Background: an optimization exercise with open tools, aiming at small area, a short achievable clock period and few clock cycles per item. Do not read the settings as production practice. In this exercise RTL edits were held to simulation tests only and were not proved equivalent to the original.

Setup of run 1:
// modexp_top
module modexp_top (
  input  wire       clk,
  input  wire       rst,
  input  wire       in_valid,
  output reg        in_ready,
  input  wire [7:0] e,
  input  wire [7:0] n,
  input  wire [7:0] m,
  output reg        out_valid,
  output wire [7:0] r
);
Size in the first run: about 570 cells after synthesis, roughly 42 flip-flops, about 37 I/O pins, about 0.0051 mm² of cells after synthesis.
Settings: LEC_CHECK=0, CAP_MARGIN=20, CORE_MARGIN=2, CORE_UTILIZATION=60, PLACE_DENSITY=0.75, SLEW_MARGIN=20; clock period 320.0 ns.
standard.sh (not shown) runs the stock make flow with config.mk's settings and CLKGATE_MAP_FILE= SYNTH_SCRIPT=/design/flow/synth_recipe.tcl, a recipe that flattens the netlist after the stock synthesis.
==> flow/flow/run.sh <==
#!/bin/bash
# Own layout flow: the standard layout (standard.sh) with two changes:
#  - ABC maps the logic with an area-oriented script (flow/abc_area.script)
#    instead of ORFS's delay-oriented one. Registers are mapped before ABC,
#    so they are the standard synthesis's.
#  - the port buffers that ORFS inserts are sky130_fd_sc_hd__buf_1.
#  - clock tree synthesis inserts no dummy loads.
# Each tool's log is under orfs/logs/; make's output goes to make_flow.log.
set -euo pipefail
W=$(pwd)
orig=$(grep -o 'SYNTH_SCRIPT=[^ ]*' standard.sh | head -1 | cut -d= -f2-)
cat > flow/own_synth.tcl <<EOT
proc abc {args} {
  set i [lsearch \$args -script]
  if {\$i >= 0} { set args [lreplace \$args \$i [expr {\$i + 1}] -script $W/flow/abc_area.script] }
  yosys abc {*}\$args
}
source $orig
EOT
{ cat config.mk
  echo "export BUFFER_PORTS_ARGS = -buffer_cell sky130_fd_sc_hd__buf_1"
  echo "export ABC_CLOCK_PERIOD_IN_PS = 50000"
  echo "export CTS_ARGS = -sink_clustering_enable -repair_clock_nets -dont_use_dummy_load -sink_clustering_size 50 -sink_clustering_max_diameter 500 -sink_clustering_levels 1"
} > flow/own.mk
sed -e "s#SYNTH_SCRIPT=[^ ]*#SYNTH_SCRIPT=$W/flow/own_synth.tcl#" \
    -e "s#DESIGN_CONFIG=[^ ]*#DESIGN_CONFIG=$W/flow/own.mk#" standard.sh > flow/own_standard.sh
bash flow/own_standard.sh > make_flow.log 2>&1
==> flow/flow/own.mk <==
export PLATFORM = sky130hd
export DESIGN_NAME = modexp_top
export DESIGN_NICKNAME = bench
export VERILOG_FILES = /design/flow/design.v
export SDC_FILE = /design/flow/constraint.sdc
export NUM_CORES = 4
export LEC_CHECK = 0
export CAP_MARGIN = 20
export CORE_MARGIN = 2
export CORE_UTILIZATION = 60
export PLACE_DENSITY = 0.75
export SLEW_MARGIN = 20
export BUFFER_PORTS_ARGS = -buffer_cell sky130_fd_sc_hd__buf_1
export ABC_CLOCK_PERIOD_IN_PS = 50000
export CTS_ARGS = -sink_clustering_enable -repair_clock_nets -dont_use_dummy_load -sink_clustering_size 50 -sink_clustering_max_diameter 500 -sink_clustering_levels 1
==> flow/flow/own_standard.sh <==
#!/bin/bash
# The standard flow's own layout of this design, on the ORFS make targets given (by default finish). After
# finish it leaves the final layout's DEF at /design/flow/out/final.def.
set -euo pipefail
make -C /OpenROAD-flow-scripts/flow DESIGN_CONFIG=/design/flow/flow/own.mk WORK_HOME=/design/flow/orfs CLKGATE_MAP_FILE= SYNTH_SCRIPT=/design/flow/flow/own_synth.tcl CAP_MARGIN=20 CORE_MARGIN=2 CORE_UTILIZATION=60 PLACE_DENSITY=0.75 SLEW_MARGIN=20 "${@:-finish}"
if [[ -f /design/flow/orfs/results/sky130hd/modexp_top/base/6_final.odb ]]; then
  : # left out here: write the final layout as DEF
fi
==> flow/flow/own_synth.tcl <==
proc abc {args} {
  set i [lsearch $args -script]
  if {$i >= 0} { set args [lreplace $args $i [expr {$i + 1}] -script /design/flow/flow/abc_area.script] }
  yosys abc {*}$args
}
source /design/flow/synth_recipe.tcl
Other scripts of this flow, unchanged in this note and not shown: flow/flow/abc_area.script
Testbench counts of run 1, summed over its fixed seeds: cycles 18,461, items 2,048.
Relative to run 1, the following input files were edited for run 2:
--- a/flow/flow/run.sh
+++ b/flow/flow/run.sh
@@ -21,5 +21,5 @@
   echo "export BUFFER_PORTS_ARGS = -buffer_cell sky130_fd_sc_hd__buf_1"
   echo "export ABC_CLOCK_PERIOD_IN_PS = 50000"
-  echo "export CTS_ARGS = -sink_clustering_enable -repair_clock_nets -dont_use_dummy_load -sink_clustering_size 50 -sink_clustering_max_diameter 500 -sink_clustering_levels 1"
+  echo "export CTS_ARGS = -repair_clock_nets -dont_use_dummy_load -buf_list sky130_fd_sc_hd__clkbuf_16"
 } > flow/own.mk
 sed -e "s#SYNTH_SCRIPT=[^ ]*#SYNTH_SCRIPT=$W/flow/own_synth.tcl#" \
--- a/flow/flow/own.mk
+++ b/flow/flow/own.mk
@@ -13,3 +13,3 @@
 export BUFFER_PORTS_ARGS = -buffer_cell sky130_fd_sc_hd__buf_1
 export ABC_CLOCK_PERIOD_IN_PS = 50000
-export CTS_ARGS = -sink_clustering_enable -repair_clock_nets -dont_use_dummy_load -sink_clustering_size 50 -sink_clustering_max_diameter 500 -sink_clustering_levels 1
+export CTS_ARGS = -repair_clock_nets -dont_use_dummy_load -buf_list sky130_fd_sc_hd__clkbuf_16
==> comparison <==
- Sequential share of layout area: run 2 vs run 1 down 0.20 points
- Sort run 2 and run 1 by clock latency on the worst-skew pair, descending, and run 1 comes first.
- Relative to run 1, met3 track demand over resource decreased by 0.93 points in run 2.
- Compared with run 1, run 2 shows a lower critical path data arrival time.
- Compared with run 1, run 2 degrades design area.
- Run 2 ended with every stage complete and zero timing, DRC or antenna violations.
- Per the comparison of run 2 with run 1, minimum clock period fell 0.018 ns, setup slack of the critical path after layout rose 0.018 ns.
> inputs changed (run 2 -> run 3)
--- a/flow/flow/run.sh
+++ b/flow/flow/run.sh
@@ -21,5 +21,5 @@
   echo "export BUFFER_PORTS_ARGS = -buffer_cell sky130_fd_sc_hd__buf_1"
   echo "export ABC_CLOCK_PERIOD_IN_PS = 50000"
-  echo "export CTS_ARGS = -repair_clock_nets -dont_use_dummy_load -buf_list sky130_fd_sc_hd__clkbuf_16"
+  echo "export CTS_ARGS = -sink_clustering_enable -sink_clustering_size 64 -sink_clustering_max_diameter 400 -repair_clock_nets -dont_use_dummy_load"
 } > flow/own.mk
 sed -e "s#SYNTH_SCRIPT=[^ ]*#SYNTH_SCRIPT=$W/flow/own_synth.tcl#" \
--- a/flow/flow/own.mk
+++ b/flow/flow/own.mk
@@ -13,3 +13,3 @@
 export BUFFER_PORTS_ARGS = -buffer_cell sky130_fd_sc_hd__buf_1
 export ABC_CLOCK_PERIOD_IN_PS = 50000
-export CTS_ARGS = -repair_clock_nets -dont_use_dummy_load -buf_list sky130_fd_sc_hd__clkbuf_16
+export CTS_ARGS = -sink_clustering_enable -sink_clustering_size 64 -sink_clustering_max_diameter 400 -repair_clock_nets -dont_use_dummy_load
Findings:
- Delta (run 3 minus run 2): worst slew margin relative to its limit went down, transition at the pin with the smallest max-transition slack went up, final design instance area without fill went down, routed wire length went down.
- Run 2 → run 3: sequential share of layout area increased by 0.20 points relative to the old numbers; final worst slack dropped 0.018 ns; synthesis-to-layout area growth now sits lower.
Modified inputs, run 4 compared to run 3
--- a/flow/flow/run.sh
+++ b/flow/flow/run.sh
@@ -21,5 +21,5 @@
   echo "export BUFFER_PORTS_ARGS = -buffer_cell sky130_fd_sc_hd__buf_1"
   echo "export ABC_CLOCK_PERIOD_IN_PS = 50000"
-  echo "export CTS_ARGS = -sink_clustering_enable -sink_clustering_size 64 -sink_clustering_max_diameter 400 -repair_clock_nets -dont_use_dummy_load"
+  echo "export CTS_ARGS = -sink_clustering_enable -repair_clock_nets -dont_use_dummy_load"
 } > flow/own.mk
 sed -e "s#SYNTH_SCRIPT=[^ ]*#SYNTH_SCRIPT=$W/flow/own_synth.tcl#" \
removed: flow/flow/own.mk
removed: flow/flow/own_standard.sh
removed: flow/flow/own_synth.tcl
Findings:
Arithmetic-cell share of the synthesized area counting full adders, half adders and majority gates: run 3 vs run 4 identical. Summary of run 4 over run 3: time the worst path needs with I/O delays and setup ~0 delta, core utilization of the finished layout ~0 delta. Per the comparison of run 4 with run 3, global-route wire length before repair shows no meaningful change, endpoint arrival time on the critical path held steady, routed wire length flat. Compared run 3 against run 4; sequential portion of the cell area within noise.

-- re-timing with driven ports --
The results above use ideal ports. As a check the final layouts listed here were re-extracted and re-timed, cells and wires unchanged. Step 1, drivers: a clkbuf_16 drives clk and a buf_2 each remaining input, both assumed. Step 2 adds t to the input delays and takes it off the output delays; t is the mean of the earliest and latest rising clock arrival at the registers after step 1. Input paths then give back, and output paths get back, about the clock's delay inside the block. Slacks: ideal ports / drivers / drivers and shift; pairs: ideal ports / drivers.
run	t (ns)	slack for setup (ns)	hold WS [ns]	worst setup path at the end	latest minus earliest clock arrival (ns)
run 1	0.320	255.149 / 255.119 / 255.431	0.443 / 0.443 / 0.443	input to register	0.011 / 0.011
run 2	0.299	255.167 / 255.141 / 255.386	0.443 / 0.443 / 0.443	input to register	0.009 / 0.009
run 3	0.320	255.149 / 255.119 / 255.431	0.443 / 0.443 / 0.443	input to register	0.011 / 0.011
run 4	0.320	255.149 / 255.119 / 255.431	0.443 / 0.443 / 0.443	input to register	0.011 / 0.011
After both steps setup and hold are still met in every run listed.
